From an optimization exercise on the open Yosys and OpenROAD flow, aimed at small area; shortcuts taken in it are not production practice.
In this exercise RTL edits were held to simulation tests only and were not proved equivalent to the original.
Power is estimated from default activity; no workload was simulated.

===== design.v =====
module UART_BAUDRATE_GEN
(
    input  I_sys_clk,
    input  I_rst,
    output O_tick,       
    output O_phase3      
);
reg [3:0] b;
always @(posedge I_sys_clk or posedge I_rst)
begin
    if (I_rst)
        b <= 4'd10;
    else begin
        b[0] <= ~b[0];
        b[1] <= (b[1] ^ b[0]) & ~b[3];
        b[2] <= b[2] ^ (b[1] & b[0]);
        b[3] <= (b[2] & b[1] & b[0]) | (b[3] & ~b[1] & ~b[0]);
    end
end
assign O_tick   = b[3] & ~b[1] & ~b[0];    
assign O_phase3 = (b == 4'd3);
endmodule
module UART_RX
(
    input        I_sys_clk,
    input        I_rst,
    input        I_rx_serial_data,
    input        I_baud_tick,
    output [2:0] o_code,
    output       o_stop_start    
);
reg [3:0] u;
reg [3:0] sp;
reg [2:0] S;
wire line = I_rx_serial_data;    
wire idle = u[3] & u[0];
always @(posedge I_sys_clk or posedge I_rst)
begin
    if (I_rst) begin
        u    <= 4'd9;
        sp   <= 4'd0;
        S    <= 3'd0;
    end else begin
        if (I_baud_tick) begin
            if (idle) begin
                if (!line) begin
                    if (sp[2:0] == 3'd7) begin
                        u  <= 4'd0;
                        sp <= 4'd0;
                    end else
                        sp <= sp + 4'd1;
                end
            end else begin
                {u, sp} <= {u, sp} + 8'd1;
                if (!u[3] && sp == 4'd15) begin
                    case (u[2:0])
                    3'd0, 3'd1, 3'd2: S <= {line, S[2:1]};
                    3'd3: if (line != (S[2] & (S[0] ^ S[1]))) S <= 3'd0;
                    3'd4: if (line != (S[0] & S[1]))           S <= 3'd0;
                    3'd5, 3'd6: if (!line)                     S <= 3'd0;
                    default:    if (line)                      S <= 3'd0;
                    endcase
                end
            end
        end
    end
end
assign o_code       = S;
assign o_stop_start = u[3] & ~u[0] & (sp == 4'd0);
endmodule
module Wrapper_UART
(
    input        I_sys_clk,
    input        I_rst,
    input        I_rx_serial_data,
    output [7:0] o_cmd
);
wire       tick, phase3, stop_start;
wire [2:0] code;
UART_BAUDRATE_GEN M1 (.I_sys_clk(I_sys_clk), .I_rst(I_rst), .O_tick(tick), .O_phase3(phase3));
UART_RX M2 (.I_sys_clk(I_sys_clk), .I_rst(I_rst), .I_rx_serial_data(I_rx_serial_data),
            .I_baud_tick(tick), .o_code(code), .o_stop_start(stop_start));
UART_Check_data M3 (.I_code(code), .I_valid2(stop_start & phase3), .o_write_enable(o_cmd[6:0]));
assign o_cmd[7] = 1'b0;
endmodule
module UART_Check_data
(
    input  [2:0] I_code,
    input        I_valid2,
    output [6:0] o_write_enable
);
assign o_write_enable[0] = I_valid2 & (I_code == 3'b001);  
assign o_write_enable[1] = I_valid2 & (I_code == 3'b111);  
assign o_write_enable[2] = I_valid2 & (I_code == 3'b011);  
assign o_write_enable[3] = I_valid2 & (I_code == 3'b100);  
assign o_write_enable[4] = I_valid2 & (I_code == 3'b010);  
assign o_write_enable[5] = I_valid2 & (I_code == 3'b110);  
assign o_write_enable[6] = I_valid2 & (I_code == 3'b101);  
endmodule
module motor_logic #(parameter count_limit = 40)
(
    input   I_clk,
    input   I_rst,
    input   I_motor_tick,
    input   I_servo_pwm_EN,
    input   I_ind,
    output  o_servo_output,
    output  movement_done
);
localparam CW = $clog2(count_limit + 1);
reg [1:0]    pwm;
reg          dn;
reg [CW-1:0] cnt;
wire T    = I_motor_tick;
wire sat  = ((cnt & count_limit) == count_limit);
wire hi   = |pwm;
wire pend = I_ind ? hi : &pwm;
wire stop = T & pend;                     
wire step = T & ~pend & (I_servo_pwm_EN | hi);
wire clr  = stop & sat;
wire [CW-1:0] cnt_inc = cnt + {{(CW-1){1'b0}}, T & ~sat};
always @(posedge I_clk or posedge I_rst)
begin
    if (I_rst) begin
        pwm <= 2'd0;
        dn  <= 1'b0;
        cnt <= {CW{1'b0}};
    end else begin
        pwm <= stop ? 2'd0 : pwm + {1'b0, step};
        dn  <= clr | (dn & ~step);
        cnt <= cnt_inc & ~({CW{clr}} & count_limit);
    end
end
assign o_servo_output = hi;
assign movement_done  = dn;
endmodule
module motor_logic_grip #(parameter count_limit = 40, parameter REV = 0)
(
    input   I_clk,
    input   I_rst,
    input   I_motor_tick,
    input   I_servo_pwm_EN,
    input   I_ind,
    output  o_servo_output,
    output  movement_done
);
localparam CW = $clog2(count_limit + 1);
reg [1:0]    q;
reg [CW-1:0] cnt;
wire T    = I_motor_tick;
wire sat  = ((cnt & count_limit) == count_limit);
wire two  = REV ? ~I_ind : I_ind;         
wire pend = q[1] & (q[0] | ~two);
wire stop = T & pend;
wire step = T & ~pend & (I_servo_pwm_EN | q[1]);
wire clr  = stop & sat;
wire [CW-1:0] cnt_inc = cnt + {{(CW-1){1'b0}}, T & ~sat};
always @(posedge I_clk or posedge I_rst)
begin
    if (I_rst) begin
        q   <= 2'b00;
        cnt <= {CW{1'b0}};
    end else begin
        if (stop)      q <= {1'b0, sat};
        else if (step) q <= {1'b1, q[1]};
        cnt <= cnt_inc & ~({CW{clr}} & count_limit);
    end
end
assign o_servo_output = q[1];
assign movement_done  = ~q[1] & q[0];
endmodule
module scanner
(
    input        I_sys_clk,
    input        I_rst,
    input        I_rst_button,
    input        I_start_button,
    input        det,
    input        D1,
    input        D3,
    input        G1,
    input        G2,
    input        G3,
    output       scanner_done,
    output [7:0] outs           
);
localparam [5:0] IDLE0 = 6'd8;
localparam [5:0] IDLE1 = 6'd9;
localparam [5:0] FIRST = 6'd19;
reg  [5:0] s;
reg        di3;
wire       cond;
wire [6:0] tab;
wire       di3_set, di3_clr;
scanner_table table_i (.s(s), .D1(D1), .D3(D3), .G1(G1), .G2(G2), .G3(G3),
                       .cond(cond), .outs(tab), .di3_set(di3_set), .di3_clr(di3_clr));
wire i0   = (s == IDLE0);
wire i1   = (s == IDLE1);
wire adv  = i0 | (~i1 & det & cond);
always @(posedge I_sys_clk or posedge I_rst)
begin
    if (I_rst) begin
        s   <= IDLE1;
        di3 <= 1'b0;
    end else if (I_rst_button) begin
        s   <= IDLE1;
        di3 <= 1'b0;
    end else begin
        if ((i0 | i1) & I_start_button) s <= FIRST;
        else                            s <= s + {5'd0, adv};
        if (adv & di3_set) di3 <= 1'b1;
        if (adv & di3_clr) di3 <= 1'b0;
    end
end
assign scanner_done = i1;
assign outs = {di3 & ~i1, tab};    
endmodule
module scanner_table(input [5:0] s, input D1, input D3, input G1, input G2, input G3,
    output reg cond, output reg [6:0] outs, output di3_set, output di3_clr);
always @(*) begin
    case (s)
    6'd19: begin cond = 1'b1; outs = 7'b0000000; end  
    6'd20: begin cond = D1; outs = 7'b0001100; end  
    6'd21: begin cond = G3; outs = 7'b0111000; end  
    6'd22: begin cond = G1 & G2; outs = 7'b0101011; end  
    6'd23: begin cond = D1 & G3; outs = 7'b0100110; end  
    6'd24: begin cond = 1'b1; outs = 7'b0100001; end  
    6'd25: begin cond = G1; outs = 7'b0100001; end  
    6'd26: begin cond = 1'b1; outs = 7'b0010000; end  
    6'd27: begin cond = G3; outs = 7'b0010000; end  
    6'd28: begin cond = 1'b1; outs = 7'b0001100; end  
    6'd29: begin cond = D1; outs = 7'b0001100; end  
    6'd30: begin cond = 1'b1; outs = 7'b0111000; end  
    6'd31: begin cond = G3; outs = 7'b0111000; end  
    6'd32: begin cond = 1'b1; outs = 7'b0101011; end  
    6'd33: begin cond = G1; outs = 7'b0101011; end  
    6'd34: begin cond = 1'b1; outs = 7'b0100110; end  
    6'd35: begin cond = D1; outs = 7'b0100110; end  
    6'd36: begin cond = 1'b1; outs = 7'b0100001; end  
    6'd37: begin cond = G1; outs = 7'b0100001; end  
    6'd38: begin cond = 1'b1; outs = 7'b0010000; end  
    6'd39: begin cond = G3; outs = 7'b0010000; end  
    6'd40: begin cond = 1'b1; outs = 7'b0001100; end  
    6'd41: begin cond = D1; outs = 7'b0001100; end  
    6'd42: begin cond = 1'b1; outs = 7'b0111000; end  
    6'd43: begin cond = G3; outs = 7'b0111000; end  
    6'd44: begin cond = 1'b1; outs = 7'b0101011; end  
    6'd45: begin cond = G1; outs = 7'b0101011; end  
    6'd46: begin cond = 1'b1; outs = 7'b0100110; end  
    6'd47: begin cond = D1; outs = 7'b0100110; end  
    6'd48: begin cond = 1'b1; outs = 7'b1100010; end  
    6'd49: begin cond = 1'b1; outs = 7'b1100010; end  
    6'd50: begin cond = 1'b1; outs = 7'b1100010; end  
    6'd51: begin cond = D3; outs = 7'b1100010; end  
    6'd52: begin cond = 1'b1; outs = 7'b0100001; end  
    6'd53: begin cond = G1; outs = 7'b0100001; end  
    6'd54: begin cond = 1'b1; outs = 7'b0010000; end  
    6'd55: begin cond = G3; outs = 7'b0010000; end  
    6'd56: begin cond = 1'b1; outs = 7'b1000000; end  
    6'd57: begin cond = 1'b1; outs = 7'b1000000; end  
    6'd58: begin cond = 1'b1; outs = 7'b1000000; end  
    6'd59: begin cond = D3; outs = 7'b1000000; end  
    6'd60: begin cond = G3; outs = 7'b0110000; end  
    6'd61: begin cond = 1'b1; outs = 7'b0100011; end  
    6'd62: begin cond = G1; outs = 7'b0100011; end  
    6'd63: begin cond = 1'b1; outs = 7'b1100010; end  
    6'd0: begin cond = 1'b1; outs = 7'b1100010; end  
    6'd1: begin cond = 1'b1; outs = 7'b1100010; end  
    6'd2: begin cond = D3; outs = 7'b1100010; end  
    6'd3: begin cond = G1; outs = 7'b0100001; end  
    6'd4: begin cond = 1'b1; outs = 7'b0010000; end  
    6'd5: begin cond = 1'b1; outs = 7'b0010000; end  
    6'd6: begin cond = 1'b1; outs = 7'b0010000; end  
    6'd7: begin cond = 1'b1; outs = 7'b0000000; end  
    default: begin cond = 1'b1; outs = 7'b0000000; end
    endcase
end
assign di3_set = (s == 6'd47) | (s == 6'd62);
assign di3_clr = (s == 6'd55);
endmodule
module user_controller
(
    input        I_sys_clk,
    input        I_rst,
    input        I_rst_user_button,
    input  [3:0] I_move,         
    input        det,
    input        scanner_done,
    input  [7:0] done,           
    output [3:0] o_d,
    output [3:0] o_g,
    output [3:0] o_di,
    output [3:0] o_gi
);
reg [3:0] st;
reg [1:0] arm;    
wire idle = (st == 4'd0);
wire top  = (arm == 2'd2);
wire dA   = scanner_done & done[arm];
wire gA   = scanner_done & done[{1'b1, arm}];
wire cond = (top ^ st[1]) ? gA : dA;
always @(posedge I_sys_clk or posedge I_rst)
begin
    if (I_rst) begin
        st  <= 4'd0;
        arm <= 2'd0;
    end else if (I_rst_user_button) begin
        st  <= 4'd0;
        arm <= 2'd0;
    end else if (idle) begin
        if (scanner_done & (|I_move)) begin
            st  <= 4'b0111;
            arm <= {I_move[1] | I_move[2], I_move[3] | I_move[2]};
        end
    end else if (det & (~st[3] | ~st[0] | cond)) begin
        st <= st + 4'd1;
    end
end
wire act = st[3];
wire p1  = st[2];
wire p0  = st[1];
wire gv  = top ? ~p0 : p0;
wire dv  = ~gv;
wire giv = top ? ~p1 : (p1 ^ p0);
wire div = top ? (p1 ^ p0) : ~p1;
genvar i;
generate
for (i = 0; i < 4; i = i + 1) begin : arms
    wire sel = act & scanner_done & (arm == i);
    assign o_g[i]  = sel & gv;
    assign o_d[i]  = sel & dv;
    assign o_gi[i] = sel & giv;
    assign o_di[i] = sel & div;
end
endgenerate
endmodule
module Top_level
#(
    parameter BAUD_RATE             = 781250,   
    parameter MOTOR_CLOCK_FREQUENCY = 3906250,  
    parameter SERVO_COUNT_LIMIT     = 40        
)
(
    input           I_sys_clk_top,
    input           I_on_board_reset_n,
    input           I_rx_serial_data,
    output          o_servo1_directional_output_top,
    output          o_servo2_directional_output_top,
    output          o_servo3_directional_output_top,
    output          o_servo4_directional_output_top,
    output          o_servo1_gripping_output_top,
    output          o_servo2_gripping_output_top,
    output          o_servo3_gripping_output_top,
    output          o_servo4_gripping_output_top
);
wire clk = I_sys_clk_top;
wire rst = I_on_board_reset_n;
reg  [4:0] mc;
always @(posedge clk or posedge rst)
    if (rst) mc <= 5'd0;
    else     mc <= mc + 5'd1;
wire motor_tick = (mc == 5'd15);
wire motor_det  = (mc == 5'd17);
wire [7:0] cmd;
Wrapper_UART uart
(
    .I_sys_clk        (clk),
    .I_rst            (rst),
    .I_rx_serial_data (I_rx_serial_data),
    .o_cmd            (cmd)
);
wire       sc_done;
wire [7:0] sc_outs;    
wire [7:0] done;       
scanner cube_scanner
(
    .I_sys_clk  (clk),
    .I_rst      (rst),
    .I_rst_button(cmd[5]),
    .I_start_button(cmd[4]),
    .det        (motor_det),
    .D1         (done[0]),
    .D3         (done[2]),
    .G1         (done[4]),
    .G2         (done[5]),
    .G3         (done[6]),
    .scanner_done(sc_done),
    .outs       (sc_outs)
);
wire [3:0] u_d, u_g, u_di, u_gi;
user_controller user_ctrl
(
    .I_sys_clk  (clk),
    .I_rst      (rst),
    .I_rst_user_button(cmd[6]),
    .I_move     (cmd[3:0]),
    .det        (motor_det),
    .scanner_done(sc_done),
    .done       (done),
    .o_d        (u_d),
    .o_g        (u_g),
    .o_di       (u_di),
    .o_gi       (u_gi)
);
wire [3:0] en_d  = u_d  | {1'b0, sc_outs[6], sc_outs[2], sc_outs[2]};
wire [3:0] en_g  = u_g  | {1'b0, sc_outs[4], sc_outs[0], sc_outs[0]};
wire [3:0] ind_d = u_di | {1'b0, sc_outs[7], sc_outs[3], sc_outs[3]};
wire [3:0] ind_g = u_gi | {1'b0, sc_outs[5], sc_outs[1], sc_outs[1]};
wire [7:0] pwm_out;
genvar i;
generate
for (i = 0; i < 4; i = i + 1) begin : servo
    motor_logic #(.count_limit(SERVO_COUNT_LIMIT)) S_directional
    (
        .I_clk(clk), .I_rst(rst), .I_motor_tick(motor_tick),
        .I_servo_pwm_EN(en_d[i]), .I_ind(ind_d[i]),
        .o_servo_output(pwm_out[i]), .movement_done(done[i])
    );
    motor_logic_grip #(.count_limit(SERVO_COUNT_LIMIT), .REV(i == 2)) S_gripping
    (
        .I_clk(clk), .I_rst(rst), .I_motor_tick(motor_tick),
        .I_servo_pwm_EN(en_g[i]), .I_ind(ind_g[i]),
        .o_servo_output(pwm_out[4+i]), .movement_done(done[4+i])
    );
end
endgenerate
assign o_servo1_directional_output_top = pwm_out[0];
assign o_servo2_directional_output_top = pwm_out[1];
assign o_servo3_directional_output_top = pwm_out[2];
assign o_servo4_directional_output_top = pwm_out[3];
assign o_servo1_gripping_output_top    = pwm_out[4];
assign o_servo2_gripping_output_top    = pwm_out[5];
assign o_servo3_gripping_output_top    = pwm_out[6];
assign o_servo4_gripping_output_top    = pwm_out[7];
endmodule

===== standard.sh =====
#!/bin/bash
# synth_recipe.tcl (not shown) runs the flow's synth.tcl, then flattens the netlist and writes it again
# the make line also repeats each setting of config.mk as NAME=value (left out here)
make -C /OpenROAD-flow-scripts/flow DESIGN_CONFIG=/design/flow/config.mk WORK_HOME=/design/flow/orfs CLKGATE_MAP_FILE= SYNTH_SCRIPT=/design/flow/synth_recipe.tcl "${@:-finish}"

===== config.mk =====
export PLATFORM = sky130hd
export DESIGN_NAME = Top_level
export DESIGN_NICKNAME = Top_level
export VERILOG_FILES = /design/flow/design.v
export SDC_FILE = /design/flow/constraint.sdc
export NUM_CORES = 4
export LEC_CHECK = 0
export ABC_AREA = 1
export CAP_MARGIN = 20
export CORE_MARGIN = 2
export CORE_UTILIZATION = 65
export PLACE_DENSITY = 0.8
export SLEW_MARGIN = 20

===== flow/run.sh =====
#!/bin/bash
# Layout flow: the standard flow (standard.sh), with the synthesis's final
# technology mapping done by an area-oriented abc script (flow/area.script)
# instead of ORFS's, and without ORFS's adder extraction. Everything before the
# mapping, and so every register, is as in the standard synthesis.
set -euo pipefail
HERE=$(pwd)
sed "s|^  log_cmd abc {\*}\$abc_args|  log_cmd abc -script $HERE/flow/area.script {*}[lrange \$abc_args 2 end]|" \
    "$FLOW_HOME/scripts/synth.tcl" > "$HERE/synth_area.tcl"
grep -q "flow/area.script" "$HERE/synth_area.tcl"
sed "s|^source \$::env(SCRIPTS_DIR)/synth.tcl|source $HERE/synth_area.tcl|" \
    "$HERE/synth_recipe.tcl" > "$HERE/synth_top.tcl"
grep -q "synth_area.tcl" "$HERE/synth_top.tcl"
bash "$HERE/standard.sh" SYNTH_SCRIPT="$HERE/synth_top.tcl" ADDER_MAP_FILE= finish > "$HERE/flow_make.log" 2>&1

===== constraint.sdc =====
create_clock -name core_clock -period 8.0 [get_ports {I_sys_clk_top}]
set_input_delay 1.6000 -clock core_clock [delete_from_list [all_inputs] [get_ports {I_sys_clk_top}]]
set_output_delay 1.6000 -clock core_clock [all_outputs]
set_load 0.01 [all_outputs]

===== flow/area.script =====
strash
&get -n
&st
&synch2
&dch -f
&nf -a
&put
mfs2
strash
dch -f
amap

==> summary.md, run 1 <==
| Metric | Value |
|---|---|
| Status | complete, no violations |
| Reg2Reg Depth | 12 |
| Clock slew at reported path FFs | 100 ps |
| Setup Buffers After CTS | 0 |
| Post-route ant nets | 0 |
| CP Capture Type | flip-flop |
| Critical path's largest stage delay | ~500 ps |
| Final WL | 10.82 mm |
| 1st-iter DRT viols | 333 |
| I/O Buffers | 10 |
| Net Count, Synth | around 630 |
| Clock Tree Root | clkbuf_8 |
| Main combinational cell family by area after synthesis | simple AND/OR/NAND/NOR gates |
| Filler Cell Count | 587 |
| First-pass GRT wire length | between 15 and 20 mm |
| CP most frequent cell | o21ai_0 |
| Post-cts resize count | 0 |
| Beginning of the worst hold path | servo[0].S_gripping.cnt[4] |
| Router iterations before antenna repair | 5 |
| Synth Warn # | 9 |
| Total CTS buffers | 9 |
| Crit path max fanout | 6 |
| R2R setup slack | 4440 ps |
| Most common cell after layout, fill and taps aside | nor2_1 |
| Die W | 92.20 um |
| Cts hold-fix bufs | 0 |
| Ys async rst share | 1.000 |
| Most frequent cells in the layout | nor2_1 (158), dfrtp_1 (95), clkinv_1 (89), nand2_1 (46), o21ai_0 (36) |
| Dpl hpwl | 7.897 mm |
| Vias in the first global route | 4,256 |
| Critical Path Start Type | primary input |
| Leak | ~2.3 nW |
| DR WL/cell | roughly 14 um |
| Synthesized area per cell | 8.129 sq um |
| CP required | ~8300 ps |
| Final hold violation count | 0 |
| Grt ovf | 0 |
| Post-Synth Simple-Gate Area | 0.2376 |
| Post-layout minimum cycle time | about 3600 ps |
| Later-pin clock latency in the skew report | 360 ps |
| Nets | roughly 650 |
| Adder-Cell Fraction of Synth Area | 0 |
| Total Routing Usage GR | 0.2771 |
| Max cap viols | 0 |
| Crit-path cells | clkdlybuf4s50_1 > a31oi_1 > and3_1 > nand2_1 > nor3_1 > o21ai_0 > a221oi_1 > nand3_1 > o21ai_0 |
| Worst hold endpoint | servo[0].S_gripping.cnt[4] |
| Max Clock Freq | ~0.28 GHz |
| Total power | 887.8 uW |
| Post-synth cell types | 36 |
| Die Height | 92.20 um |
| CTS tree | yes |
| Worst-Margin Slew | just under 1000 ps |
| Initial Util | 0.6612 |
| Final instance area | 0.005523 sq mm |
| Core Region | 0.007647 sq mm |
| Drc violations | 0 |
| Critical path type | in2reg |
| Cell Area, Synth | 0.005056 sq mm |
| Hold WC Path Type | reg2reg |
| Vias per cell | 5.891 |
| Seq/Total Area, Yosys | 0.5014 |
| Slew HR | 0.3303 |
| Hold Path Cell Cnt | 1 |
| Full die area | 0.008500 sq mm |
| CP arrival | roughly 3900 ps |
| Pin count of the biggest net entering global routing | 66 |
| Ports | 11 |
| Cells after Synth | 622 |
| Slowest stage cell, crit path | a221oi_1 |
| Reg2Reg Launch Point | cube_scanner.s[3] |
| Area post-placement | 0.005301 sq mm |
| Endpoints failing setup | 0 |
| H-tree Lvls | 3 |
| Synth Register Bits | 101 |
| Pre-CTS WS | 4087 ps |
| N_diodes | 0 |
| CTS sink cnt | 101 |
| Antenna violations before repair | 0 |
| Final TNS setup | 0 ps |
| Total number of vias | 4,430 |
| Post-Synth XOR/XNOR Area | 0 |
| CTS max path bufs | 2 |
| Setup ws final | 4435 ps |
| Most used DFF post-synth | dfrtp_1 |
| Final GP Congestion | roughly 0.94 |
| RSZ-0062 raised after global routing | false |
| Post-synth EDFFs | 0 |
| Setup Skew | 9.810 ps |
| Layout cells sized above 1 | 0.03692 |
| Synth Area in Compound Gates | 0.1943 |
| Max IR drop VDD | 0.09864 mV |
| Pins Over Slew Limit | 0 |
| Final period util | 0.4457 |
| Rows | 32 |
| PD cells | 160.7 mW/mm^2 |
| Area Growth Syn to Fin | 9.230% |
| Mux cell area share after synthesis | 0 |
| Reg-to-Reg End | servo[3].S_directional.cnt[5] |
[synthesized netlist by cell type (all sizes together), types with 2 or more instances]
cell type | number | area (sq um)
a311oi | 2 | 17.52
o21a | 23 | 172.7
a31oi | 4 | 25.02
nand3 | 13 | 65.06
a32oi | 2 | 17.52
a2111oi | 3 | 26.28
o221a | 2 | 22.52
or2 | 6 | 37.54
or3 | 5 | 31.28
nor2b | 3 | 18.77
o21ai | 36 | 180.2
o32ai | 8 | 70.07
a211oi | 7 | 52.55
nor4 | 5 | 31.28
nor3 | 22 | 110.1
and3 | 11 | 68.82
dfstp | 6 | 157.7
nor2 | 158 | 593.1
o211ai | 3 | 22.52
and2 | 6 | 37.54
nand2 | 46 | 172.7
o21bai | 2 | 15.01
nand4 | 3 | 18.77
clkinv | 90 | 337.8
dfrtp | 95 | 2377
o22ai | 16 | 100.1
a221oi | 5 | 43.79
a21oi | 31 | 155.2
o311ai | 2 | 17.52
[layout make-up]
type / count / area [sq um] / area share
Timing Repair Buffer: 12 / 115.1 / 0.02084
Clock buffer: 10 / 127.6 / 0.02311
Multi-Input combinational cell: 431 / 2183 / 0.3953
Clock inverter: 6 / 93.84 / 0.01699
Tap cell: 102 / 127.6 / 0.02311
Sequential cell: 101 / 2535 / 0.4590
Inverter: 90 / 340.3 / 0.06162
[metrics by stage]
stage / hold slack, ps / instances / util
finish: 479.7 / 752 / 0.7222
global route: 500.0 / 752 / 0.7222
CTS: 479.1 / 752 / 0.7222
detailed placement: 457.7 / 736 / 0.6932
global placement: 454.8 / 736 / 0.6932
floorplan: 439.9 / 622 / -
[kinds of logic (layout without fill, tap and decap cells)]
family | Yosys count | count (layout)
simple gates | 280 | 280
buf+inv | 90 | 118
compound gates | 151 | 151
flops | 101 | 101
[how the worst max path moves through the flow]
stage | slack (ps) | depth (start not counted) | startpoint | end
after CTS | 4460 | 9 | I_rx_serial_data | uart.M2.S[1]
final | 4430 | 9 | I_rx_serial_data | uart.M2.S[1]
after detailed placement | 4090 | 9 | I_rx_serial_data | uart.M2.S[1]
after floorplan | 4690 | 1 | I_on_board_reset_n | cube_scanner.di3
after global routing | 4110 | 18 | cube_scanner.s[5] | cube_scanner.s[4]
after global placement | 4180 | 9 | I_rx_serial_data | uart.M2.S[2]
[where the power goes]
group | leakage (nW) | total, mW | internal, mW | switching (mW)
clock | 0.108 | 0.366 | 0.180 | 0.186
combinational | 0.888 | 0.0118 | 0.00158 | 0.0102
sequential | 1.30 | 0.510 | 0.510 | 0
[sequential cells by signal, summed over array words and instances, names as in the netlist]
name                     flops
servo.S_directional.cnt     24
servo.S_gripping.cnt        24
servo.S_directional.pwm      8
servo.S_gripping.q           8
cube_scanner.s               6
mc                           5
servo.S_directional.dn       4
uart.M1.b                    4
uart.M2.sp                   4
uart.M2.u                    4
user_ctrl.st                 4
uart.M2.S                    3
user_ctrl.arm                2
cube_scanner.di3             1
[routing by layer]
metal,vias up,routed length [um],track usage
met5,-,0,0
met4,0,257,0.1132
met3,23,522,0.03780
met2,126,5237,0.4737
met1,2095,4802,0.3583
li1,2186,-,-
[critical path, delay by kind of cell]
family,cells,cell delay [ps]
buf+inv,1,460
simple gates,4,780
compound gates,4,1010
==> run 2, diff against run 1 <==
==> flow/area.script (replaced) <==
strash
&get -n
&st
&deepsyn -T 60
&st
&dch -f
&nf -a
&put
mfs2
strash
&get -n
&st
&deepsyn -T 60
&st
&dch -f
&nf -a
&put
mfs2
strash
dch -f
amap
==> summary.md, run 2 <==
| Metric | Value |
|---|---|
| Synth Register Bits | 101 (unchanged) |
| Post-synth cell types | 39 (+8.3%) |
| RSZ-0062 raised after global routing | false |
| Vias per cell | 5.710 (-3.1%) |
| Total number of vias | 3,894 (-12%) |
| Die W | 89.51 um (-2.9%) |
| Most numerous cell in the Yosys netlist | nor2_1 |
| Final non-filler cell total | 682 (-9.3%) |
| Die Height | 89.51 um (-2.9%) |
| PD cells | 161.8 mW/mm^2 (+0.67%) |
| DR WL/cell | 14.02 um (-2.6%) |
| Final WL | 9.560 mm (-12%) |
| Endpoints failing setup | 0 (unchanged) |
| Cells after Synth | 555 (-11%) |
| Post-cts resize count | 0 (unchanged) |
| Router iterations before antenna repair | 5 (unchanged) |
| Status | complete, no violations |
| Pre-CTS WS | 4370 ps (+283.8 ps) |
| Hold WC Path Type | reg2reg |
| CP required | 8240 ps (-50 ps) |
| CP arrival | 4000 ps (+150 ps) |
| Cell Area, Synth | 0.004752 sq mm (-6.0%) |
| Area Growth Syn to Fin | 9.110% |
| Final hold violation count | 0 (unchanged) |
| Max Clock Freq | 0.2659 GHz (-5.2%) |
| Post-synth EDFFs | 0 (unchanged) |
| Final TNS setup | 0 ps (unchanged) |
| Pin count of the biggest net entering global routing | 75 (+14%) |
| Crit path max fanout | 5 (-1) |
| Ports | 11 (unchanged) |
| CTS tree | yes |
| Setup Skew | 9.057 ps (-0.7531 ps) |
| Final GP Congestion | 0.8840 (-6.1%) |
| Drc violations | 0 (unchanged) |
| Yosys top cell area share | 0.5003 (+0.03008) |
| CP Capture Type | flip-flop |
| Dpl hpwl | 7.096 mm (-10%) |
| Dpl cells | 666 (-9.5%) |
| First-pass GRT wire length | 15.74 mm (-16%) |
| Most common cell after layout, fill and taps aside | nor2_1 |
| Seq/Total Area, Yosys | 0.5334 (+0.03208) |
| Core Region | 0.007176 sq mm (-6.2%) |
| Critical Path Start Type | flip-flop |
| CTS max path bufs | 2 (unchanged) |
| N_diodes | 0 (unchanged) |
| Biggest regs | servo.S_directional.cnt: 24 flops, servo.S_gripping.cnt: 24 flops |
| Min Hold Slack | 471.3 ps (-8.454 ps) |
| Most used DFF post-synth | dfrtp_1 |
| Net Count, Synth | 558 (-11%) |
| Initial Util | 0.6622 (+0.001091) |
| Dominant cells by area after synthesis | dfrtp_1 (50%), nor2_1 (10%), clkinv_1 (5.8%), o21a_1 (3.8%), o21ai_0 (3.7%) |
| H-tree Lvls | 3 (unchanged) |
| Slew HR | 0.3843 (+0.05398) |
| Nets | 581 (-10%) |
| Cell taking the most area after synthesis | dfrtp_1 |
| Final period util | 0.4702 (+0.02448) |
| Rows | 31 (-3.1%) |
| Clock slew at reported path FFs | 90 ps (about the same) |
| Post-layout minimum cycle time | 3761 ps (+195.8 ps) |
| Worst-Margin Slew | 921.3 ps (-57.98 ps) |
| Leak | 2.207 nW (-3.8%) |
| Full die area | 0.008011 sq mm (-5.8%) |
| Antenna violations before repair | 0 (unchanged) |
| Max cap viols | 0 (unchanged) |
| Cts hold-fix bufs | 0 (unchanged) |
| Max IR drop VDD | 0.1126 mV (+14%) |
| Vias in the first global route | 3,585 (-16%) |
| Total Routing Usage GR | 0.2572 (-0.01985) |
| Layout cells sized above 1 | 0.03945 (+0.002528) |
| Setup ws final | 4239 ps (-195.8 ps) |
| Ys async rst share | 1.000 (unchanged) |
| Synth cell count leaders | nor2_1 (130), dfrtp_1 (95), clkinv_1 (74) |
| Total CTS buffers | 9 (unchanged) |
| CTS sink cnt | 101 (unchanged) |
| Clock Tree Root | clkbuf_8 |
| I/O Buffers | 10 (unchanged) |
| Critical path type | reg2reg |
| Grt ovf | 0 (unchanged) |
| Post-route ant nets | 0 (unchanged) |
| Later-pin clock latency in the skew report | 370 ps (about the same) |
| 1st-iter DRT viols | 303 (-9.0%) |
| Most frequent cells in the layout | nor2_1 (130), dfrtp_1 (95), clkinv_1 (73), nand2_1 (42), o21ai_0 (35) |
| Setup Buffers After CTS | 0 (unchanged) |
| Synthesized area per cell | 8.562 sq um (+5.3%) |
| Pins Over Slew Limit | 0 (unchanged) |
| Synth Warn # | 9 (unchanged) |
## run 2: cell count changes after synthesis, moves of 4 or more
cell / delta
nor2_1: -28
clkinv_1: -16
nand3_1: -7
a221oi_1: -4
nand2_1: -4
## run 2: path summary, 6_finish.rpt
path | startpoint | to | slack [ps] | depth (start not counted)
setup reg to reg | cube_scanner.s[2] | cube_scanner.s[5] | 4240 | 20
setup / recovery | cube_scanner.s[2] | cube_scanner.s[5] | 4240 | 20
min in group asynchronous | I_on_board_reset_n | servo[3].S_gripping.cnt[0] | 1550 | 2
hold reg to reg | servo[1].S_directional.cnt[4] | servo[1].S_directional.cnt[4] | 470 | 1
hold / removal | servo[1].S_directional.cnt[4] | servo[1].S_directional.cnt[4] | 470 | 1
max in group asynchronous | I_on_board_reset_n | servo[2].S_gripping.cnt[5] | 5240 | 3
## run 2: layout make-up
class,count,area (sq um)
clock buffer,11,131.4
clock inverter,5,58.81
fill,560,1991
inverter,74,280.3
multi-input combinational,380,1941
sequential,101,2535
tap,99,123.9
timing repair buffer,12,115.1
## run 2: cell families after synthesis
logic type	count (synthesis)	synth area share
buffers and inverters	74	0.05845
DFF	101	0.5334
AOI/OAI and AO/OA	140	0.1893
and+or+nand+nor	240	0.2188
## run 2: worst max-delay path, stage by stage (launching register included)
cell	delay [ps]
dfrtp_1	440
clkinv_1	170
nor2_1	230
clkinv_1	120
nor2_1	190
nand2_1	70
nand3_1	110
o32ai_1	100
a41o_1	270
nor2_1	100
o21ai_0	150
nor3_1	180
a2111oi_0	90
nor2_1	140
clkinv_1	120
nor2_1	240
clkinv_1	130
o32ai_1	310
clkinv_1	140
o22ai_1	220
o22ai_1	110
## run 2: per-layer routing
layer  global-route usage  routed length (um)
met5                    0                   0
met4              0.09634                 191
met2               0.4357                4770
met3              0.05355                 415
met1               0.3263                4182
## run 2: metrics by stage
step | utilization | instance area (sq um) | total power, mW
6_report | 0.7226 | 5185 | 0.8390
3_5_place_dp | 0.6961 | 4995 | 0.5323
5_1_grt | 0.7226 | 5185 | 0.8664
3_3_place_gp | 0.6959 | 4994 | 0.5322
2_1_floorplan | - | 4752 | 0.5282
4_1_cts | 0.7226 | 5185 | 0.8489
## run 2: power breakdown
part | internal, mW | total, mW | switching [mW]
logic | 0.00145 | 0.0114 | 0.00995
clock network | 0.145 | 0.317 | 0.172
registers | 0.510 | 0.510 | 0
==> run 3, diff against run 2 <==
--- a/design.v
+++ b/design.v
@@ -184,9 +184,9 @@
     output       scanner_done,
     output [7:0] outs           
 );
-localparam [5:0] IDLE0 = 6'd8;
-localparam [5:0] IDLE1 = 6'd9;
-localparam [5:0] FIRST = 6'd19;
+localparam [5:0] IDLE0 = 6'd24;
+localparam [5:0] IDLE1 = 6'd25;
+localparam [5:0] FIRST = 6'd27;
 reg  [5:0] s;
 reg        di3;
 wire       cond;
@@ -197,6 +197,7 @@
 wire i0   = (s == IDLE0);
 wire i1   = (s == IDLE1);
 wire adv  = i0 | (~i1 & det & cond);
+wire wrap = s[5] & (s[3:0] == 4'd11);    
 always @(posedge I_sys_clk or posedge I_rst)
 begin
     if (I_rst) begin
@@ -207,6 +208,7 @@
         di3 <= 1'b0;
     end else begin
         if ((i0 | i1) & I_start_button) s <= FIRST;
+        else if (adv & wrap)            s <= {~s[4], ~s[4], 4'd0};
         else                            s <= s + {5'd0, adv};
         if (adv & di3_set) di3 <= 1'b1;
         if (adv & di3_clr) di3 <= 1'b0;
@@ -219,64 +221,64 @@
     output reg cond, output reg [6:0] outs, output di3_set, output di3_clr);
 always @(*) begin
     case (s)
-    6'd19: begin cond = 1'b1; outs = 7'b0000000; end  
-    6'd20: begin cond = D1; outs = 7'b0001100; end  
-    6'd21: begin cond = G3; outs = 7'b0111000; end  
-    6'd22: begin cond = G1 & G2; outs = 7'b0101011; end  
-    6'd23: begin cond = D1 & G3; outs = 7'b0100110; end  
-    6'd24: begin cond = 1'b1; outs = 7'b0100001; end  
-    6'd25: begin cond = G1; outs = 7'b0100001; end  
-    6'd26: begin cond = 1'b1; outs = 7'b0010000; end  
-    6'd27: begin cond = G3; outs = 7'b0010000; end  
-    6'd28: begin cond = 1'b1; outs = 7'b0001100; end  
-    6'd29: begin cond = D1; outs = 7'b0001100; end  
-    6'd30: begin cond = 1'b1; outs = 7'b0111000; end  
-    6'd31: begin cond = G3; outs = 7'b0111000; end  
-    6'd32: begin cond = 1'b1; outs = 7'b0101011; end  
-    6'd33: begin cond = G1; outs = 7'b0101011; end  
-    6'd34: begin cond = 1'b1; outs = 7'b0100110; end  
-    6'd35: begin cond = D1; outs = 7'b0100110; end  
-    6'd36: begin cond = 1'b1; outs = 7'b0100001; end  
-    6'd37: begin cond = G1; outs = 7'b0100001; end  
-    6'd38: begin cond = 1'b1; outs = 7'b0010000; end  
-    6'd39: begin cond = G3; outs = 7'b0010000; end  
-    6'd40: begin cond = 1'b1; outs = 7'b0001100; end  
-    6'd41: begin cond = D1; outs = 7'b0001100; end  
-    6'd42: begin cond = 1'b1; outs = 7'b0111000; end  
-    6'd43: begin cond = G3; outs = 7'b0111000; end  
-    6'd44: begin cond = 1'b1; outs = 7'b0101011; end  
-    6'd45: begin cond = G1; outs = 7'b0101011; end  
-    6'd46: begin cond = 1'b1; outs = 7'b0100110; end  
-    6'd47: begin cond = D1; outs = 7'b0100110; end  
-    6'd48: begin cond = 1'b1; outs = 7'b1100010; end  
-    6'd49: begin cond = 1'b1; outs = 7'b1100010; end  
-    6'd50: begin cond = 1'b1; outs = 7'b1100010; end  
-    6'd51: begin cond = D3; outs = 7'b1100010; end  
-    6'd52: begin cond = 1'b1; outs = 7'b0100001; end  
-    6'd53: begin cond = G1; outs = 7'b0100001; end  
-    6'd54: begin cond = 1'b1; outs = 7'b0010000; end  
-    6'd55: begin cond = G3; outs = 7'b0010000; end  
-    6'd56: begin cond = 1'b1; outs = 7'b1000000; end  
-    6'd57: begin cond = 1'b1; outs = 7'b1000000; end  
-    6'd58: begin cond = 1'b1; outs = 7'b1000000; end  
-    6'd59: begin cond = D3; outs = 7'b1000000; end  
-    6'd60: begin cond = G3; outs = 7'b0110000; end  
-    6'd61: begin cond = 1'b1; outs = 7'b0100011; end  
-    6'd62: begin cond = G1; outs = 7'b0100011; end  
-    6'd63: begin cond = 1'b1; outs = 7'b1100010; end  
+    6'd27: begin cond = 1'b1; outs = 7'b0000000; end  
+    6'd28: begin cond = D1; outs = 7'b0001100; end  
+    6'd29: begin cond = G3; outs = 7'b0111000; end  
+    6'd30: begin cond = G1 & G2; outs = 7'b0101011; end  
+    6'd31: begin cond = D1 & G3; outs = 7'b0100110; end  
+    6'd32: begin cond = 1'b1; outs = 7'b0100001; end  
+    6'd33: begin cond = G1; outs = 7'b0100001; end  
+    6'd34: begin cond = 1'b1; outs = 7'b0010000; end  
+    6'd35: begin cond = G3; outs = 7'b0010000; end  
+    6'd36: begin cond = 1'b1; outs = 7'b0001100; end  
+    6'd37: begin cond = D1; outs = 7'b0001100; end  
+    6'd38: begin cond = 1'b1; outs = 7'b0111000; end  
+    6'd39: begin cond = G3; outs = 7'b0111000; end  
+    6'd40: begin cond = 1'b1; outs = 7'b0101011; end  
+    6'd41: begin cond = G1; outs = 7'b0101011; end  
+    6'd42: begin cond = 1'b1; outs = 7'b0100110; end  
+    6'd43: begin cond = D1; outs = 7'b0100110; end  
+    6'd48: begin cond = 1'b1; outs = 7'b0100001; end  
+    6'd49: begin cond = G1; outs = 7'b0100001; end  
+    6'd50: begin cond = 1'b1; outs = 7'b0010000; end  
+    6'd51: begin cond = G3; outs = 7'b0010000; end  
+    6'd52: begin cond = 1'b1; outs = 7'b0001100; end  
+    6'd53: begin cond = D1; outs = 7'b0001100; end  
+    6'd54: begin cond = 1'b1; outs = 7'b0111000; end  
+    6'd55: begin cond = G3; outs = 7'b0111000; end  
+    6'd56: begin cond = 1'b1; outs = 7'b0101011; end  
+    6'd57: begin cond = G1; outs = 7'b0101011; end  
+    6'd58: begin cond = 1'b1; outs = 7'b0100110; end  
+    6'd59: begin cond = D1; outs = 7'b0100110; end  
     6'd0: begin cond = 1'b1; outs = 7'b1100010; end  
     6'd1: begin cond = 1'b1; outs = 7'b1100010; end  
-    6'd2: begin cond = D3; outs = 7'b1100010; end  
-    6'd3: begin cond = G1; outs = 7'b0100001; end  
-    6'd4: begin cond = 1'b1; outs = 7'b0010000; end  
-    6'd5: begin cond = 1'b1; outs = 7'b0010000; end  
+    6'd2: begin cond = 1'b1; outs = 7'b1100010; end  
+    6'd3: begin cond = D3; outs = 7'b1100010; end  
+    6'd4: begin cond = 1'b1; outs = 7'b0100001; end  
+    6'd5: begin cond = G1; outs = 7'b0100001; end  
     6'd6: begin cond = 1'b1; outs = 7'b0010000; end  
-    6'd7: begin cond = 1'b1; outs = 7'b0000000; end  
+    6'd7: begin cond = G3; outs = 7'b0010000; end  
+    6'd8: begin cond = 1'b1; outs = 7'b1000000; end  
+    6'd9: begin cond = 1'b1; outs = 7'b1000000; end  
+    6'd10: begin cond = 1'b1; outs = 7'b1000000; end  
+    6'd11: begin cond = D3; outs = 7'b1000000; end  
+    6'd12: begin cond = G3; outs = 7'b0110000; end  
+    6'd13: begin cond = 1'b1; outs = 7'b0100011; end  
+    6'd14: begin cond = G1; outs = 7'b0100011; end  
+    6'd15: begin cond = 1'b1; outs = 7'b1100010; end  
+    6'd16: begin cond = 1'b1; outs = 7'b1100010; end  
+    6'd17: begin cond = 1'b1; outs = 7'b1100010; end  
+    6'd18: begin cond = D3; outs = 7'b1100010; end  
+    6'd19: begin cond = G1; outs = 7'b0100001; end  
+    6'd20: begin cond = 1'b1; outs = 7'b0010000; end  
+    6'd21: begin cond = 1'b1; outs = 7'b0010000; end  
+    6'd22: begin cond = 1'b1; outs = 7'b0010000; end  
+    6'd23: begin cond = 1'b1; outs = 7'b0000000; end  
     default: begin cond = 1'b1; outs = 7'b0000000; end
     endcase
 end
-assign di3_set = (s == 6'd47) | (s == 6'd62);
-assign di3_clr = (s == 6'd55);
+assign di3_set = (s == 6'd59) | (s == 6'd14);
+assign di3_clr = (s == 6'd7);
 endmodule
 module user_controller
 (
--- a/flow/run.sh
+++ b/flow/run.sh
@@ -11,4 +11,4 @@
 sed "s|^source \$::env(SCRIPTS_DIR)/synth.tcl|source $HERE/synth_area.tcl|" \
     "$HERE/synth_recipe.tcl" > "$HERE/synth_top.tcl"
 grep -q "synth_area.tcl" "$HERE/synth_top.tcl"
-bash "$HERE/standard.sh" SYNTH_SCRIPT="$HERE/synth_top.tcl" ADDER_MAP_FILE= finish > "$HERE/flow_make.log" 2>&1
+bash "$HERE/standard.sh" SYNTH_SCRIPT="$HERE/synth_top.tcl" ADDER_MAP_FILE= BUFFER_PORTS_ARGS="-buffer_cell sky130_fd_sc_hd__buf_1" finish > "$HERE/flow_make.log" 2>&1
--- a/config.mk
+++ b/config.mk
@@ -8,6 +8,8 @@
 export ABC_AREA = 1
 export CAP_MARGIN = 20
 export CORE_MARGIN = 2
-export CORE_UTILIZATION = 65
-export PLACE_DENSITY = 0.8
+export CORE_UTILIZATION = 75
+export CTS_CLUSTER_DIAMETER = 100
+export CTS_CLUSTER_SIZE = 40
+export PLACE_DENSITY = 0.85
 export SLEW_MARGIN = 20
==> summary.md, run 3 <==
| Metric | Value |
|---|---|
| Most used DFF post-synth | dfrtp_1 |
| Most numerous cell in the Yosys netlist | nor2_1 |
| Post-Synth Simple-Gate Area | 0.2253 (+0.006534) |
| Rows | 29 (-6.5%) |
| Hold WC Path Type | reg2reg |
| Total CTS buffers | 9 (unchanged) |
| Die Height | 83.84 um (-6.3%) |
| Setup Skew | 7.506 ps (-1.551 ps) |
| RSZ-0062 raised after global routing | false |
| N_diodes | 0 (unchanged) |
| Synth Register Bits | 101 (unchanged) |
| Adder-Cell Fraction of Synth Area | 0 (unchanged) |
| Post-layout minimum cycle time | 3482 ps (-279.5 ps) |
| Synthesized area per cell | 8.417 sq um (-1.7%) |
| Post-Synth XOR/XNOR Area | 0 (unchanged) |
| Final GP Congestion | 0.9764 (+10%) |
| Clock slew at reported path FFs | 100 ps (about the same) |
| Post-synth cell types | 36 (-7.7%) |
| Synth Area in Compound Gates | 0.1782 (-0.01108) |
| CTS sink cnt | 101 (unchanged) |
| Full die area | 0.007029 sq mm (-12%) |
| CTS tree | yes |
| Yosys top cell area share | 0.4920 (-0.008246) |
| Synth cell count leaders | nor2_1 (145), dfrtp_1 (94), clkinv_1 (84) |
| Area Growth Syn to Fin | 7.825% |
| Final period util | 0.4352 (-0.03494) |
| Final TNS setup | 0 ps (unchanged) |
| Max IR drop VDD | 0.1610 mV (+43%) |
| Ports | 11 (unchanged) |
| Net Count, Synth | 571 (+2.3%) |
| Most common cell after layout, fill and taps aside | nor2_1 |
| Drc violations | 0 (unchanged) |
| Dominant cells by area after synthesis | dfrtp_1 (49%), nor2_1 (11%), clkinv_1 (6.6%), dfstp_2 (3.8%), o21ai_0 (3.3%) |
| Nets | 595 (+2.4%) |
| Setup Buffers After CTS | 0 (unchanged) |
| Critical path type | reg2reg |
| Pins Over Slew Limit | 0 (unchanged) |
| Synth Warn # | 9 (unchanged) |
| Layout cells sized above 1 | 0.04523 (+0.005775) |
| Endpoints failing setup | 0 (unchanged) |
| Pin count of the biggest net entering global routing | 63 (-16%) |
| Router iterations before antenna repair | 5 (unchanged) |
| Die W | 83.84 um (-6.3%) |
| Final hold violation count | 0 (unchanged) |
| 1st-iter DRT viols | 378 (+25%) |
| Core Region | 0.006241 sq mm (-13%) |
| Cells after Synth | 568 (+2.3%) |
| PD cells | 177.5 mW/mm^2 (+9.7%) |
| Pre-CTS WS | 4696 ps (+325.7 ps) |
| Max cap viols | 0 (unchanged) |
| Post-cts resize count | 0 (unchanged) |
| Final WL | 10.52 mm (+10%) |
| Most frequent cells in the layout | nor2_1 (145), dfrtp_1 (94), clkinv_1 (83), nand2_1 (40), o21ai_0 (32) |
| Post-synth EDFFs | 0 (unchanged) |
| Max Clock Freq | 0.2872 GHz (+8.0%) |
| Ys async rst share | 1.000 (unchanged) |
| CP required | 8290 ps (+50 ps) |
| Clock Tree Root | clkbuf_8 |
| Vias in the first global route | 4,079 (+14%) |
| Initial Util | 0.7660 (+0.1038) |
| Dpl hpwl | 7.768 mm (+9.5%) |
| Biggest regs | servo.S_directional.cnt: 24 flops, servo.S_gripping.cnt: 24 flops |
| H-tree Lvls | 3 (unchanged) |
| Setup ws final | 4518 ps (+279.5 ps) |
| Crit path max fanout | 8 (+3) |
| Fin util | 0.8260 (+0.1034) |
| Seq/Total Area, Yosys | 0.5305 (-0.002949) |
| Worst-Margin Slew | 800.3 ps (-120.9 ps) |
| Cell taking the most area after synthesis | dfrtp_1 |
| CP Capture Type | flip-flop |
| Mux cell area share after synthesis | 0 (unchanged) |
| Post-route ant nets | 0 (unchanged) |
| Total power | 915.0 uW (+9.1%) |
| Slew HR | 0.4597 (+0.07538) |
| I/O Buffers | 10 (unchanged) |
| Later-pin clock latency in the skew report | 370 ps (about the same) |
| Main combinational cell family by area after synthesis | simple AND/OR/NAND/NOR gates |
| Leak | 2.228 nW (+0.95%) |
| Vias per cell | 6.159 (+7.9%) |
| Critical Path Start Type | flip-flop |
| Cell Area, Synth | 0.004781 sq mm (+0.61%) |
| Total Routing Usage GR | 0.3255 (+0.06828) |
| Grt ovf | 0 (unchanged) |
| Status | complete, no violations |
| First-pass GRT wire length | 18.31 mm (+16%) |
| Total number of vias | 4,151 (+6.6%) |
| Antenna violations before repair | 0 (unchanged) |
| DR WL/cell | 15.61 um (+11%) |
| CTS max path bufs | 2 (unchanged) |
| CP arrival | 3770 ps (-230 ps) |
| Cts hold-fix bufs | 0 (unchanged) |
## run 3: cell count changes in the layout (fill, tap and decap cells not counted), sizes merged, moves of 3 or more
cell	before	now
nor2	130	145
buf	2	13
clkinv	74	85
clkdlybuf4s50	10	0
or3	8	0
o21a	24	18
nand4	1	5
nor3	21	25
a211oi	8	5
a21oi	29	26
o21ai	35	32
## run 3: final timing paths
check | start | end | slack, ps | cells after the start
min reg2reg | servo[0].S_gripping.cnt[4] | servo[0].S_gripping.cnt[4] | 480 | 1
max in group asynchronous | I_on_board_reset_n | servo[0].S_gripping.cnt[3] | 5620 | 3
min in group asynchronous | I_on_board_reset_n | servo[1].S_gripping.cnt[4] | 1230 | 2
min | servo[0].S_gripping.cnt[4] | servo[0].S_gripping.cnt[4] | 480 | 1
max | cube_scanner.s[3] | servo[3].S_gripping.cnt[3] | 4520 | 10
max reg2reg | cube_scanner.s[3] | servo[3].S_gripping.cnt[3] | 4520 | 10
## run 3: logic make-up (layout without fill, tap and decap cells)
| logic type | after synthesis | after routing |
|---|---|---|
| AO/OA/AOI/OAI | 131 | 131 |
| AND/OR/NAND/NOR | 252 | 252 |
| buffers and inverters | 84 | 113 |
| flip-flops | 101 | 101 |
## run 3: where the power goes
group | internal [mW] | switching, mW | leakage [nW]
combinational | 0.0108 | 0.0277 | 0.819
sequential | 0.522 | 0.00960 | 1.30
clock | 0.159 | 0.186 | 0.110
total | 0.691 | 0.224 | 2.23
## run 3: area by class of cell
class / instances / area [sq um]
Multi-Input combinational cell: 383 / 1929
Fill cell: 372 / 1086
Tap cell: 77 / 96.34
Inverter: 84 / 317.8
Clock inverter: 6 / 77.57
Sequential cell: 101 / 2536
Timing Repair Buffer: 13 / 60.06
Clock buffer: 10 / 137.6
## run 3: worst max-delay path, cell delays in order (launching register included)
cell	delay [ps]
dfstp_2	630
clkinv_1	160
nor3_1	240
nand2_1	180
nor2_1	330
clkinv_1	200
nor3_1	430
clkinv_1	160
o311ai_0	700
nor2_1	80
o32ai_1	280
## run 3: stage by stage
stage                     area (sq um)  std cells  hold WS (ps)
after floorplan                   4781        568         439.9
after global placement            4940        658         452.8
after detailed placement          4940        658         463.8
after CTS                         5155        674         480.1
after global routing              5155        674         500.3
final                             5155        674         477.2
## run 3: routing by layer
metal,global-route usage,vias up,wire (um)
met5,0,-,0
met4,0.1202,0,262
met3,0.07517,36,610
met2,0.5389,154,5174
met1,0.4238,1976,4476
li1,-,1985,-
==> run 4, diff against run 3 <==
--- a/config.mk
+++ b/config.mk
@@ -9,7 +9,5 @@
 export CAP_MARGIN = 20
 export CORE_MARGIN = 2
 export CORE_UTILIZATION = 75
-export CTS_CLUSTER_DIAMETER = 100
-export CTS_CLUSTER_SIZE = 40
 export PLACE_DENSITY = 0.85
 export SLEW_MARGIN = 20
==> summary.md, run 4 <==
| Metric | Value |
|---|---|
| Status | complete, no violations |
| Cell Area, Synth | 0.004781 sq mm (unchanged) |
| Post-route ant nets | 0 (unchanged) |
| PD cells | 177.5 mW/mm^2 (unchanged) |
| Dpl hpwl | 7.768 mm (unchanged) |
| Leak | 2.228 nW (unchanged) |
| Final hold violation count | 0 (unchanged) |
| Most frequent cells in the layout | nor2_1 (145), dfrtp_1 (94), clkinv_1 (83), nand2_1 (40), o21ai_0 (32) |
| Ports | 11 (unchanged) |
| Crit path max fanout | 8 (unchanged) |
| Slew HR | 0.4597 (unchanged) |
| N_diodes | 0 (unchanged) |
| Post-cts resize count | 0 (unchanged) |
| CP required | 8290 ps (about the same) |
| Synth cell count leaders | nor2_1 (145), dfrtp_1 (94), clkinv_1 (84) |
| Core Region | 0.006241 sq mm (unchanged) |
| Area Growth Syn to Fin | 7.825% (unchanged) |
| Cells after Synth | 568 (unchanged) |
| Total power | 915.0 uW (unchanged) |
| Die W | 83.84 um (unchanged) |
| Post-synth cell types | 36 (unchanged) |
| Final period util | 0.4352 (unchanged) |
| CTS max path bufs | 2 (unchanged) |
| Vias in the first global route | 4,079 (unchanged) |
| I/O Buffers | 10 (unchanged) |
| Cts hold-fix bufs | 0 (unchanged) |
| Max IR drop VDD | 0.1610 mV (unchanged) |
| Endpoints failing setup | 0 (unchanged) |
| Antenna violations before repair | 0 (unchanged) |
| Most used DFF post-synth | dfrtp_1 |
| Router iterations before antenna repair | 5 (unchanged) |
| Clock slew at reported path FFs | 100 ps (about the same) |
| Dominant cells by area after synthesis | dfrtp_1 (49%), nor2_1 (11%), clkinv_1 (6.6%), dfstp_2 (3.8%), o21ai_0 (3.3%) |
| CTS sink cnt | 101 (unchanged) |
| Net Count, Synth | 571 (unchanged) |
| Grt ovf | 0 (unchanged) |
| Vias per cell | 6.159 (unchanged) |
| CP arrival | 3770 ps (about the same) |
| Nets | 595 (unchanged) |
| Worst-Margin Slew | 800.3 ps (unchanged) |
| CP Capture Type | flip-flop |
| Synthesized area per cell | 8.417 sq um (unchanged) |
| Post-layout minimum cycle time | 3482 ps (unchanged) |
| Final WL | 10.52 mm (unchanged) |
| CTS tree | yes |
| H-tree Lvls | 3 (unchanged) |
| Post-synth EDFFs | 0 (unchanged) |
| Final TNS setup | 0 ps (unchanged) |
| Most common cell after layout, fill and taps aside | nor2_1 |
| Most numerous cell in the Yosys netlist | nor2_1 |
| Sequential standard cell area | 0.002536 sq mm (unchanged) |
| Clock Tree Root | clkbuf_8 |
| Hold WC Path Type | reg2reg |
| 1st-iter DRT viols | 378 (unchanged) |
| Fin util | 0.8260 (unchanged) |
| First-pass GRT wire length | 18.31 mm (unchanged) |
| Layout cells sized above 1 | 0.04523 (unchanged) |
| Seq/Total Area, Yosys | 0.5305 (unchanged) |
| RSZ-0062 raised after global routing | false |
| Die Height | 83.84 um (unchanged) |
| Ys async rst share | 1.000 (unchanged) |
| Rows | 29 (unchanged) |
| Area of the multi-input gates | 0.001929 sq mm (unchanged) |
| Total CTS buffers | 9 (unchanged) |
| Pin count of the biggest net entering global routing | 63 (unchanged) |
| Full die area | 0.007029 sq mm (unchanged) |
| Cell taking the most area after synthesis | dfrtp_1 |
| Pins Over Slew Limit | 0 (unchanged) |
| Filler Cell Count | 372 (unchanged) |
| Max cap viols | 0 (unchanged) |
| Initial Util | 0.7660 (unchanged) |
| Later-pin clock latency in the skew report | 370 ps (about the same) |
| DR WL/cell | 15.61 um (unchanged) |
| Synth Register Bits | 101 (unchanged) |
| Setup Buffers After CTS | 0 (unchanged) |
| Total Routing Usage GR | 0.3255 (unchanged) |
| Biggest regs | servo.S_directional.cnt: 24 flops, servo.S_gripping.cnt: 24 flops |
| Critical Path Start Type | flip-flop |
| Drc violations | 0 (unchanged) |
| Final GP Congestion | 0.9764 (unchanged) |
| Yosys top cell area share | 0.4920 (unchanged) |
| Critical path type | reg2reg |
| Setup Skew | 7.506 ps (unchanged) |
| Total number of vias | 4,151 (unchanged) |
| Max Clock Freq | 0.2872 GHz (unchanged) |
| Synth Warn # | 9 (unchanged) |
[run 4: per-layer routing]
metal | GRT usage | part of all wire
met5 | 0 | 0
met2 | 0.5389 | 0.49
met1 | 0.4238 | 0.43
met3 | 0.07517 | 0.058
met4 | 0.1202 | 0.025
[run 4: cell type report]
cell class / instances / share of cell area
clock inverters: 6 / 0.01505
inverters: 84 / 0.06165
clock buffers: 10 / 0.02670
repair buffers: 13 / 0.01165
multi-input cells: 383 / 0.3743
well taps: 77 / 0.01869
flip-flops and latches: 101 / 0.4920
[run 4: critical path, stage by stage (launching register included)]
cell      delay, ps
dfstp_2         630
clkinv_1        160
nor3_1          240
nand2_1         180
nor2_1          330
clkinv_1        200
nor3_1          430
clkinv_1        160
o311ai_0        700
nor2_1           80
o32ai_1         280
[run 4: kinds of logic after synthesis]
logic type | share of synthesized area
AND/OR/NAND/NOR | 0.2253
flip-flops | 0.5305
buffers and inverters | 0.06595
AO/OA/AOI/OAI | 0.1782
[run 4: path summary, 6_finish.rpt]
| path | slack [ps] | cells past startpoint | from | to |
|---|---|---|---|---|
| min | 480 | 1 | servo[0].S_gripping.cnt[4] | servo[0].S_gripping.cnt[4] |
| max | 4520 | 10 | cube_scanner.s[3] | servo[3].S_gripping.cnt[3] |
| min in group asynchronous | 1230 | 2 | I_on_board_reset_n | servo[1].S_gripping.cnt[4] |
| min reg2reg | 480 | 1 | servo[0].S_gripping.cnt[4] | servo[0].S_gripping.cnt[4] |
| max in group asynchronous | 5620 | 3 | I_on_board_reset_n | servo[0].S_gripping.cnt[3] |
| max reg2reg | 4520 | 10 | cube_scanner.s[3] | servo[3].S_gripping.cnt[3] |
[run 4: metrics by stage]
stage | hold slack, ps | std cells | area, sq um | setup WS, ps
after floorplan | 439.9 | 568 | 4781 | 4690
after global placement | 452.8 | 658 | 4940 | 4787
after detailed placement | 463.8 | 658 | 4940 | 4696
after CTS | 480.1 | 674 | 5155 | 4605
after global routing | 500.3 | 674 | 5155 | 4112
final | 477.2 | 674 | 5155 | 4518
[run 4: report_power, final]
group | switching [mW] | leakage (nW) | internal (mW)
Combinational | 0.0277 | 0.819 | 0.0108
Clock | 0.186 | 0.110 | 0.159
Sequential | 0.00960 | 1.30 | 0.522
Total | 0.224 | 2.23 | 0.691
==> run 5, diff against run 4 <==
==> flow/run.sh (replaced) <==
#!/bin/bash
# Layout flow: the standard flow (standard.sh), with the synthesis's final
# technology mapping done by an area-oriented abc script (flow/area.script)
# instead of ORFS's, and without ORFS's adder extraction. Everything before the
# mapping, and so every register, is as in the standard synthesis.
set -euo pipefail
CTS_ARGS_OVERRIDE="-sink_clustering_enable -repair_clock_nets -dont_use_dummy_load -buf_list {sky130_fd_sc_hd__clkbuf_4 sky130_fd_sc_hd__clkbuf_8}"
HERE=$(pwd)
sed "s|^  log_cmd abc {\*}\$abc_args|  log_cmd abc -script $HERE/flow/area.script {*}[lrange \$abc_args 2 end]|" \
    "$FLOW_HOME/scripts/synth.tcl" > "$HERE/synth_area.tcl"
grep -q "flow/area.script" "$HERE/synth_area.tcl"
sed "s|^source \$::env(SCRIPTS_DIR)/synth.tcl|source $HERE/synth_area.tcl|" \
    "$HERE/synth_recipe.tcl" > "$HERE/synth_top.tcl"
grep -q "synth_area.tcl" "$HERE/synth_top.tcl"
bash "$HERE/standard.sh" SYNTH_SCRIPT="$HERE/synth_top.tcl" ADDER_MAP_FILE= BUFFER_PORTS_ARGS="-buffer_cell sky130_fd_sc_hd__buf_1" CTS_ARGS="${CTS_ARGS_OVERRIDE:--sink_clustering_enable -repair_clock_nets -dont_use_dummy_load}" finish > "$HERE/flow_make.log" 2>&1
==> summary.md, run 5 <==
| Metric | Value |
|---|---|
| Most frequent cells in the layout | nor2_1 (146), dfrtp_1 (94), clkinv_1 (69), o21ai_0 (29), nor3_1 (28) |
| Most common cell after layout, fill and taps aside | nor2_1 |
| Max IR drop VDD | 0.1840 mV (+14%) |
| Critical path type | reg2reg |
| Clock Tree Root | clkbuf_8 |
| Post-layout minimum cycle time | 3749 ps (+267.1 ps) |
| Core Region | 0.006277 sq mm (+0.58%) |
| Biggest regs | servo.S_directional.cnt: 24 flops, servo.S_gripping.cnt: 24 flops |
| Cell Area, Synth | 0.004795 sq mm (+0.29%) |
| Most numerous cell in the Yosys netlist | nor2_1 |
| Antenna violations before repair | 0 (unchanged) |
| 1st-iter DRT viols | 341 (-9.8%) |
| Final WL | 10.61 mm (+0.84%) |
| Cells after Synth | 560 (-1.4%) |
| PD cells | 156.5 mW/mm^2 (-12%) |
| CTS max path bufs | 2 (unchanged) |
| Total CTS buffers | 9 (unchanged) |
| Fin util | 0.8089 (-0.01713) |
| Die W | 83.96 um (+0.14%) |
| Post-synth EDFFs | 0 (unchanged) |
| Clock group share of total power | 0.317 (-0.060) |
| Logic gate share of total power | 0.027 (-0.015) |
| Pin count of the biggest net entering global routing | 54 (-14%) |
| H-tree Lvls | 3 (unchanged) |
| Synth Register Bits | 101 (unchanged) |
| Int Power | 622.6 uW (-9.9%) |
| Hold WC Path Type | reg2reg |
| Ports | 11 (unchanged) |
| Area Growth Syn to Fin | 5.898% |
| Crit path max fanout | 7 (-1) |
| CP arrival | 4000 ps (+230 ps) |
| Leak | 2.174 nW (-2.4%) |
| Setup Skew | 33.91 ps (+26.41 ps) |
| Dpl hpwl | 7.786 mm (+0.24%) |
| Grt ovf | 0 (unchanged) |
| Final TNS setup | 0 ps (unchanged) |
| Max cap viols | 0 (unchanged) |
| Nets | 587 (-1.3%) |
| Sequential standard cell area | 0.002536 sq mm (unchanged) |
| Vias per cell | 6.088 (-1.1%) |
| Cell taking the most area after synthesis | dfrtp_1 |
| Post-route ant nets | 0 (unchanged) |
| Full die area | 0.007048 sq mm (+0.27%) |
| First-pass GRT wire length | 18.07 mm (-1.3%) |
| CP required | 8250 ps (-40 ps) |
| P_sw | 172.2 uW (-23%) |
| Setup Buffers After CTS | 0 (unchanged) |
| Flop pwr share | 0.657 (+0.076) |
| RSZ-0062 raised after global routing | false |
| Final GP Congestion | 0.8452 (-13%) |
| Synthesized area per cell | 8.562 sq um (+1.7%) |
| Die Height | 83.96 um (+0.14%) |
| CTS tree | yes |
| Dpl cells | 650 (-1.2%) |
| Switching share of power | 0.2166 (-0.02776) |
| Synth cell count leaders | nor2_1 (146), dfrtp_1 (94), clkinv_1 (70) |
| Cts hold-fix bufs | 0 (unchanged) |
| Layout cells sized above 1 | 0.03436 (-0.01086) |
| Filler Cell Count | 417 (+12%) |
| Rows | 29 (unchanged) |
| Later-pin clock latency in the skew report | 370 ps (about the same) |
| CTS sink cnt | 101 (unchanged) |
| Final instance area | 0.005077 sq mm (-1.5%) |
| Post-cts resize count | 0 (unchanged) |
| Most used DFF post-synth | dfrtp_1 |
| Total number of vias | 4,012 (-3.3%) |
| Post-synth cell types | 36 (unchanged) |
| Max Clock Freq | 0.2668 GHz (-7.1%) |
| Area of the multi-input gates | 0.001996 sq mm (+3.4%) |
| Vias in the first global route | 3,991 (-2.2%) |
| Router iterations before antenna repair | 8 (+3) |
| DR WL/cell | 16.10 um (+3.1%) |
| I/O Buffers | 10 (unchanged) |
| Seq/Total Area, Yosys | 0.5290 (-0.001523) |
| Slew HR | 0.4991 (+0.03944) |
| Drc violations | 0 (unchanged) |
| CP Capture Type | flip-flop |
| Yosys top cell area share | 0.4906 (-0.001412) |
| Pins Over Slew Limit | 0 (unchanged) |
| Dominant cells by area after synthesis | dfrtp_1 (49%), nor2_1 (11%), clkinv_1 (5.5%), dfstp_2 (3.8%), o21ai_0 (3.0%) |
| N_diodes | 0 (unchanged) |
| Clock slew at reported path FFs | 80 ps (-20 ps) |
| Total Routing Usage GR | 0.3206 (-0.004904) |
| Status | complete, no violations |
| Net Count, Synth | 563 (-1.4%) |
| Final hold violation count | 0 (unchanged) |
| Critical Path Start Type | flip-flop |
| Initial Util | 0.7638 (-0.002235) |
| Synth Warn # | 9 (unchanged) |
| Area post-placement | 0.004954 sq mm (+0.28%) |
| Endpoints failing setup | 0 (unchanged) |
| Worst-Margin Slew | 741.9 ps (-58.42 ps) |
| Ys async rst share | 1.000 (unchanged) |
| Final non-filler cell total | 659 (-2.2%) |
| Final period util | 0.4686 (+0.03338) |
run 5: cell types whose count changed in the layout (fill, tap and decap cells not counted), sizes merged, moves of 3 or more:
cell,delta
nor3,+3
inv,-3
nand2,-13
o22a,+4
or2,+4
o21ai,-3
nand3,+3
clkinv,-16
and2,+5
and3,-4
o221ai,-3
nor2b,+4
run 5: worst paths after layout:
path,end,depth (start not counted),slack (ps),startpoint
worst max-delay path,cube_scanner.s[5],18,4250,cube_scanner.s[0]
worst min register to register,servo[1].S_directional.cnt[4],1,470,servo[1].S_directional.cnt[4]
min in group asynchronous,servo[3].S_gripping.cnt[2],2,1290,I_on_board_reset_n
worst min-delay path,servo[1].S_directional.cnt[4],1,470,servo[1].S_directional.cnt[4]
worst max register to register,cube_scanner.s[5],18,4250,cube_scanner.s[0]
max in group asynchronous,servo[0].S_gripping.cnt[0],3,5610,I_on_board_reset_n
run 5: layout make-up:
class / count / area share
timing repair buffer: 13 / 0.01183
sequential: 101 / 0.4995
tap: 77 / 0.01897
inverter: 70 / 0.05224
clock buffer: 9 / 0.02440
multi-input combinational: 389 / 0.3930
run 5: routing by layer:
layer,wire (um),share of wire,vias to the layer above,GRT usage
li1,-,-,1951,-
met1,4438,0.42,1901,0.3874
met2,5469,0.52,126,0.5709
met3,454,0.043,34,0.06825
met4,249,0.023,0,0.1085
met5,0,0,-,0
run 5: through the flow:
step / power [mW] / hold slack, ps / setup WS [ps]
finish: 0.7948 / 472.3 / 4251
global placement: 0.5507 / 453.9 / 4390
detailed placement: 0.5532 / 460.2 / 4384
floorplan: 0.5458 / 439.9 / 4690
global route: 0.8195 / 490.9 / 3904
CTS: 0.7997 / 470.8 / 4345
run 5: cell families after synthesis:
kind of cell	after synthesis	share of synthesized area
and+or+nand+nor	258	0.2377
DFF	101	0.5290
AOI/OAI and AO/OA	131	0.1785
buffers and inverters	70	0.05480
run 5: critical path, cell delays in order, from the launching register on:
cell,delay (ps)
dfstp_2,610
clkinv_1,210
o21a_1,250
nor2_1,140
nor2_1,70
o22ai_1,150
a21oi_1,110
o211ai_1,160
a21oi_1,60
a2111oi_0,640
o31ai_1,160
a21oi_1,220
nor2_1,100
nand2_1,120
clkinv_1,80
o21ai_0,180
nor2_1,140
a21oi_1,170
nor2_1,50
run 5: power by group through the flow:
stage | Combinational (mW) | Sequential [mW] | Clock, mW
2_1_floorplan | 0.0161 | 0.530 | 0
3_3_place_gp | 0.0201 | 0.531 | 0
3_5_place_dp | 0.0218 | 0.531 | 0
4_1_cts | 0.0219 | 0.522 | 0.256
5_1_grt | 0.0243 | 0.523 | 0.272
6_report | 0.0212 | 0.522 | 0.252

==> re-timing with driven ports <==
In the flow no input, the clock included, has a driving cell. The finished layouts below were timed again as built, in two steps.
Step 1 assumes that a clkbuf_16 drives the clock port and a buf_2 every other input.
Step 2 also shifts input and output timing later by t, the mid clock arrival at the registers, as if the neighbouring blocks saw the same clock.
Slacks: ideal / step 1 / step 2; pairs: ideal / step 1.
run | shift t [ns] | setup slack, ns | worst setup path after step 2 | worst slew at a driven data input, ns | pins driven straight from the clock port
run 1 | 0.392 | 4.435 / 4.445 / 4.054 | input to register | 0.03 | 1
run 2 | 0.398 | 4.239 / 4.239 / 4.239 | register to register | 0.03 | 1
run 3 | 0.399 | 4.518 / 4.518 / 4.518 | register to register | 0.03 | 1
run 4 | 0.399 | 4.518 / 4.518 / 4.518 | register to register | 0.03 | 1
run 5 | 0.382 | 4.251 / 4.251 / 4.251 | register to register | 0.03 | 1
After both steps setup and hold are still met in every run listed. For run 1, which loses most, drivers alone change the setup slack by +0.010 ns; drivers and shift together by -0.381 ns.
